This design comes from an exercise in tuning for small area, a short achievable clock period and few clock cycles per item on the open sky130 flow, not from production work. Function was checked by simulation only, so behaviour that the tests miss may differ from the original. No activity file was given, so power comes from the tool's default toggle rates.

## build 31
==> flow/design.v <==
module Processor(clk , rst , imem_addr , imem_data , IR , Loaded , Stored , Out , valid) ;
	input clk ;
	input rst ;
	input [15:0] imem_data ;
	output [15:0] imem_addr ;
	output reg valid ;
	output reg [15:0] Out , Stored , Loaded ;
	output reg [15:0] IR ;
	localparam [255:0] RINIT = {
		16'h1984, 16'h3994, 16'h0CDE, 16'h1CBA, 16'h0102, 16'h1A32, 16'h0414, 16'h22DA,
		16'h1C86, 16'h22E0, 16'h0001, 16'h1C3A, 16'h00AA, 16'h0030, 16'h0020, 16'h0010 } ;
	localparam [255:0] MINIT = {
		16'h1984, 16'h0000, 16'h0CDE, 16'h0000, 16'h0102, 16'h1A32, 16'h0000, 16'h22DA,
		16'h0000, 16'h0000, 16'h0000, 16'h1C3A, 16'h00AA, 16'h0000, 16'h0020, 16'h0001 } ;
	reg [15:0] pc ;
	assign imem_addr = pc ;
	reg [255:0] rf ;    
	reg [255:0] dm ;    
	reg rst_q ;
	reg [15:0] IRd ;
	reg [3:0] d_rb ;      
	reg d_sub ;
	reg vd ;
	always @(posedge clk) begin
		IRd <= imem_data ;
		d_rb <= (imem_data[15:12] == 4'd6) ? imem_data[11:8] : imem_data[3:0] ;
		d_sub <= (imem_data[15:12] == 4'd1) ;
		rst_q <= rst ;
		if (rst) begin
			pc <= 16'd0 ;
			vd <= 1'b0 ;
		end else begin
			pc <= pc + 16'd1 ;
			vd <= 1'b1 ;
		end
	end
	wire [3:0] d_op  = IRd[15:12] ;
	wire [3:0] d_rs1 = IRd[7:4] ;
	wire d_and   = (d_op == 4'd2) ;
	wire d_or    = (d_op == 4'd3) ;
	wire d_xor   = (d_op == 4'd4) ;
	wire d_load  = (d_op == 4'd5) ;
	wire d_store = (d_op == 4'd6) ;
	wire d_sum   = !(d_and || d_or || d_xor || d_load || d_store) ;
	reg [15:0] A , Bx ;   
	reg [15:0] IRe ;
	reg ve ;
	reg c_sub , c_and , c_or , c_xor , c_ld , c_st , c_sum ;
	reg ww ;              
	reg [3:0] wrd ;
	wire [15:0] res ;     
	reg [15:0] Am ;       
	reg [15:0] wen ;      
	wire e_wr = ve && !c_st ;    
	wire fwa = e_wr && (IRe[11:8] == d_rs1) ;
	wire fwb = e_wr && (IRe[11:8] == d_rb) ;
	wire [15:0] rfa = (ww && wrd == d_rs1) ? Out : rf[{d_rs1, 4'b0} +: 16] ;
	wire [15:0] rfb = (ww && wrd == d_rb) ? Out : rf[{d_rb, 4'b0} +: 16] ;
	wire [15:0] opb = fwb ? res : rfb ;
	always @(posedge clk) begin
		A <= fwa ? res : rfa ;
		Am <= 16'd1 << (fwa ? res[3:0] : rfa[3:0]) ;
		wen <= {16{rst}} | ({16{e_wr}} & (16'd1 << IRe[11:8])) ;
		Bx <= d_sub ? ~opb : opb ;
		IRe <= IRd ;
		c_sub <= d_sub ;
		c_and <= d_and ;
		c_or <= d_or ;
		c_xor <= d_xor ;
		c_sum <= d_sum ;
		c_ld <= d_load && vd && !rst ;
		c_st <= d_store && vd && !rst ;
		ve <= vd && !rst ;
	end
	wire [16:0] sum = {A, 1'b1} + {Bx, c_sub} ;    
	reg [15:0] mrd ;
	integer k ;
	always @* begin
		mrd = 16'd0 ;
		for (k = 0 ; k < 16 ; k = k + 1) mrd = mrd | ({16{Am[k]}} & dm[16*k +: 16]) ;
	end
	assign res = ({16{c_sum}} & sum[16:1]) | ({16{c_and}} & (A & Bx)) | ({16{c_or}} & (A | Bx)) |
	             ({16{c_xor}} & (A ^ Bx)) | ({16{c_ld}} & mrd) | ({16{c_st}} & Bx) ;
	wire [15:0] rf_wd_0 = Out & {16{~rst_q}} ;    
	wire [15:0] rf_wd_1 = Out | {16{rst_q}} ;     
	wire [15:0] dm_wd_0 = Bx & {16{~rst_q}} ;
	wire [15:0] dm_wd_1 = Bx | {16{rst_q}} ;
	genvar gi , gj ;
	generate
		for (gi = 0 ; gi < 16 ; gi = gi + 1) begin : row
			wire rf_en = wen[gi] ;
			wire dm_en = rst_q | (c_st && Am[gi]) ;
			for (gj = 0 ; gj < 16 ; gj = gj + 1) begin : col
				always @(posedge clk) begin
					if (rf_en) rf[16*gi + gj] <= RINIT[16*gi + gj] ? rf_wd_1[gj] : rf_wd_0[gj] ;
					if (dm_en) dm[16*gi + gj] <= MINIT[16*gi + gj] ? dm_wd_1[gj] : dm_wd_0[gj] ;
				end
			end
		end
	endgenerate
	always @(posedge clk) begin
		if (rst) begin
			valid <= 1'b0 ;
			ww <= 1'b0 ;
		end else begin
			valid <= ve ;
			ww <= e_wr ;
		end
		if (rst_q) begin
			Loaded <= 16'd0 ;
			Stored <= 16'd0 ;
		end else begin
			if (c_ld) Loaded <= mrd ;
			if (c_st) Stored <= Bx ;
		end
		wrd <= IRe[11:8] ;
		IR <= IRe ;
		Out <= res ;
	end
endmodule
export LEC_CHECK = 0
export CAP_MARGIN = 20
export CORE_MARGIN = 2
export CORE_UTILIZATION = 65
export SETUP_SLACK_MARGIN = 3.7
export SLEW_MARGIN = 20
create_clock -name core_clock -period 6.0 [get_ports {clk}]
run.sh (not shown) runs the stock make flow with config.mk's settings and CLKGATE_MAP_FILE= SYNTH_SCRIPT=/design/flow/synth_recipe.tcl, a recipe that flattens the netlist after the stock synthesis.
Build 31 reached the final stage; the timing, DRC and antenna checks on its layout passed.
Testbench counts of build 31, summed over its fixed seeds: cycles 3,216, instrs 3,200.
### build 31 -> build 16
diff --git a/flow/config.mk b/flow/config.mk
--- a/flow/config.mk
+++ b/flow/config.mk
@@ -10,2 +10,4 @@
 export CORE_UTILIZATION = 65
+export CTS_CLUSTER_DIAMETER = 70
+export CTS_CLUSTER_SIZE = 20
 export SETUP_SLACK_MARGIN = 3.7
--- outcome ---
- Build 16 ended up with a higher slack of the critical path than build 31 did.
- Sort build 31 and build 16 by sequential share of layout area, ascending, and build 31 comes first.
- Compare build 31 and build 16 | aggregate routed wire length lower: build 16
- Against build 31 as the reference, build 16 delivers a lower final instance count without filler cells.
- Build 31 → build 16: first-pass GRT wire length has decreased; peak supply drop lower; overall power moved down.
Input changes introduced in build 30 (baseline for comparison: build 16):
diff --git a/flow/config.mk b/flow/config.mk
--- a/flow/config.mk
+++ b/flow/config.mk
@@ -9,6 +9,5 @@
 export CORE_MARGIN = 2
-export CORE_UTILIZATION = 65
-export CTS_CLUSTER_DIAMETER = 70
-export CTS_CLUSTER_SIZE = 20
-export SETUP_SLACK_MARGIN = 3.7
+export CORE_UTILIZATION = 50
+export SETUP_SLACK_MARGIN = 3.8
 export SLEW_MARGIN = 20
+export TNS_END_PERCENT = 20
--- outcome ---
- Run comparison: build 16 launching element of the worst setup path Bx[4]; build 30 launching element of the worst setup path A[0]
- Looking at static leakage power, build 30 sits 6.2% higher than build 16 does.
- Compared build 30 vs build 16, and layout clock buffer count is up in build 30.
- Build 16 → build 30: met2 usage in global routing decreased 8.9 points, post-cts gate resize count decreased 242, design area increased 4.9%, area fraction of clock buffers and clock inverters increased 3.1 points.
- Worst hold margin (lower): build 16
- Delta(combinational power, build 30 - build 16) > 0
- Comparing build 30 and build 16, the lower met3 routing resource usage after global routing was measured on build 30.
The following lists how build 90 was set up differently from build 30:
diff --git a/flow/config.mk b/flow/config.mk
--- a/flow/config.mk
+++ b/flow/config.mk
@@ -10,4 +10,3 @@
 export CORE_UTILIZATION = 50
-export SETUP_SLACK_MARGIN = 3.8
+export SETUP_SLACK_MARGIN = 3.6
 export SLEW_MARGIN = 20
-export TNS_END_PERCENT = 20
Findings:
- Every run in the comparison, build 30 and build 90, completed the flow with a clean layout.
- In terms of clock latency on the worst-skew pair, build 90 and build 30 differ only marginally.
- The total routing resource utilization after global routing on build 30 is in line with that on build 90.
- Going from build 30 to build 90, power shrank by a few percent.
- Density: build 90 sparser than build 30
- Comparing build 90 against build 30, there is no change at all in number of distinct library cells after synthesis.
- Build 30 reports its cell at the slowest stage of the critical path as dfxtp_2 while build 90 reports or4_4.
- Fmax: build 90 below build 30
- The lower cell count of build 30 and build 90 is in build 90.
- On register area, build 30 and build 90 are neck and neck.

* * *

Another version of the RTL of Processor (not shown whole).
Size: roughly 2100 cells after synthesis, ~740 flip-flops, roughly 99 I/O pins, roughly 29000 sq um of cells after synthesis.
Design Processor, start of the top module:
module Processor(clk , rst , imem_addr , imem_data , IR , Loaded , Stored , Out , valid) ;
	input clk ;
	input rst ;
	input [15:0] imem_data ;
	output [15:0] imem_addr ;
	output reg valid ;
	output reg [15:0] Out , Stored , Loaded ;
	output reg [15:0] IR ;
	localparam [255:0] RINIT = {
		16'h1984, 16'h3994, 16'h0CDE, 16'h1CBA, 16'h0102, 16'h1A32, 16'h0414, 16'h22DA,
		16'h1C86, 16'h22E0, 16'h0001, 16'h1C3A, 16'h00AA, 16'h0030, 16'h0020, 16'h0010 } ;
	localparam [255:0] MINIT = {
		16'h1984, 16'h0000, 16'h0CDE, 16'h0000, 16'h0102, 16'h1A32, 16'h0000, 16'h22DA,
		16'h0000, 16'h0000, 16'h0000, 16'h1C3A, 16'h00AA, 16'h0000, 16'h0020, 16'h0001 } ;
	reg [15:0] pc ;
	assign imem_addr = pc ;
	reg [255:0] rf ;    
	reg [255:0] dm ;    
	reg rst_q ;
	reg [15:0] IRd ;
	reg [3:0] d_rb ;      
	reg d_sub ;
	reg [15:0] ra_oh , rb_oh ;    
	reg vd ;
	always @(posedge clk) begin
		IRd <= imem_data ;
		d_rb <= (imem_data[15:12] == 4'd6) ? imem_data[11:8] : imem_data[3:0] ;
		d_sub <= (imem_data[15:12] == 4'd1) ;
		ra_oh <= 16'd1 << imem_data[7:4] ;
		rb_oh <= 16'd1 << ((imem_data[15:12] == 4'd6) ? imem_data[11:8] : imem_data[3:0]) ;
		rst_q <= rst ;
		if (rst) begin
			pc <= 16'd0 ;
			vd <= 1'b0 ;
		end else begin
  ...
==> flow/config.mk <==
export PLATFORM = sky130hd
export DESIGN_NAME = Processor
export DESIGN_NICKNAME = Processor
export VERILOG_FILES = /design/flow/design.v
export SDC_FILE = /design/flow/constraint.sdc
export NUM_CORES = 4
export LEC_CHECK = 0
export CAP_MARGIN = 20
export CORE_MARGIN = 2
export CORE_UTILIZATION = 65
export CTS_CLUSTER_DIAMETER = 90
export CTS_CLUSTER_SIZE = 28
export GPL_ROUTABILITY_DRIVEN = 0
export SETUP_SLACK_MARGIN = 3.7
export SLEW_MARGIN = 20
==> flow/constraint.sdc <==
create_clock -name core_clock -period 6.0 [get_ports {clk}]
set_input_delay 1.2000 -clock core_clock [delete_from_list [all_inputs] [get_ports {clk}]]
set_output_delay 1.2000 -clock core_clock [all_outputs]
set_load 0.01 [all_outputs]
Testbench counts at the start, summed over its fixed seeds: cycles 3,216, instrs 3,200.
Then changed:
--- a/flow/config.mk
+++ b/flow/config.mk
@@ -9,6 +9,6 @@
 export CORE_MARGIN = 2
 export CORE_UTILIZATION = 65
-export CTS_CLUSTER_DIAMETER = 90
-export CTS_CLUSTER_SIZE = 28
+export CTS_CLUSTER_DIAMETER = 80
+export CTS_CLUSTER_SIZE = 25
 export GPL_ROUTABILITY_DRIVEN = 0
 export SETUP_SLACK_MARGIN = 3.7
Result:
- sequential share of layout area came out higher by 0.65 points
- hold slack got worse by 0.0044 ns
- first-iteration DRC count came out higher by 5.1%
- clock-buffer cell count came out higher by 4
- global-route usage came out higher by 0.37 points
Then changed:
--- a/flow/config.mk
+++ b/flow/config.mk
@@ -8,7 +8,7 @@
 export CAP_MARGIN = 20
 export CORE_MARGIN = 2
-export CORE_UTILIZATION = 65
-export CTS_CLUSTER_DIAMETER = 80
-export CTS_CLUSTER_SIZE = 25
+export CORE_UTILIZATION = 68
+export CTS_CLUSTER_DIAMETER = 70
+export CTS_CLUSTER_SIZE = 20
 export GPL_ROUTABILITY_DRIVEN = 0
 export SETUP_SLACK_MARGIN = 3.7
Area after synthesis stays the same.
Non-clock buffer count rose by 10.
Wire length fell by 0.60%.
Then changed:
--- a/flow/config.mk
+++ b/flow/config.mk
@@ -8,8 +8,7 @@
 export CAP_MARGIN = 20
 export CORE_MARGIN = 2
-export CORE_UTILIZATION = 68
-export CTS_CLUSTER_DIAMETER = 70
-export CTS_CLUSTER_SIZE = 20
-export GPL_ROUTABILITY_DRIVEN = 0
+export CORE_UTILIZATION = 65
+export CTS_CLUSTER_DIAMETER = 80
+export CTS_CLUSTER_SIZE = 25
 export SETUP_SLACK_MARGIN = 3.7
 export SLEW_MARGIN = 20
The changed run completed without violations.
Synthesized area does not change.
Final area shrinks by 0.59%.
Core utilization shrinks by 4.1 points.
Power shrinks by 2.3%.
Sequential power shrinks by about 0.7%.
Wire length shrinks by 0.41%.
Non-clock buffer count shrinks by 11.
Count of clock-buffer cells in the layout shrinks by 18.
Global-route usage shrinks by 2.1 points.
Worst hold slack is worse by 0.012 ns.
Die area grows by 4.5%.

## port drivers added, routing unchanged
No port has a modelled driver above. Below, the same layouts with a new extraction and two added sets of constraints.
Step 1, drivers: a clkbuf_16 drives clk and a buf_2 each remaining input, both assumed.
Step 2, shift: input delay + t, output delay - t, t = (earliest + latest rising clock arrival at the registers) / 2. This alone moves slack from input paths to output paths.
a / b / c = ideal ports / drivers / drivers and shift; a / b = the first two.
| run | t (ns) | setup slack, ns | clock arrival spread, ns |
|---|---|---|---|
| build 31 | 0.665 | 3.434 / 3.423 / 3.266 | 0.022 / 0.021 |
| build 16 | 0.659 | 3.451 / 3.414 / 3.148 | 0.029 / 0.029 |
| build 30 | 0.663 | 3.504 / 3.449 / 3.070 | 0.017 / 0.017 |
| build 90 | 0.669 | 3.435 / 3.435 / 3.140 | 0.020 / 0.020 |
| the first run of note 2 | 0.680 | 3.615 / 3.559 / 3.118 | 0.022 / 0.021 |
| the second run of note 2 | 0.641 | 3.662 / 3.601 / 3.245 | 0.020 / 0.019 |
| the third run of note 2 | 0.655 | 3.600 / 3.600 / 3.158 | 0.033 / 0.033 |
| the fourth run of note 2 | 0.645 | 3.597 / 3.589 / 3.129 | 0.029 / 0.029 |
After both steps setup and hold are still met in every run listed. The setup slack of the first run of note 2, which loses most, moves by -0.056 ns with the drivers and by -0.497 ns with both steps.
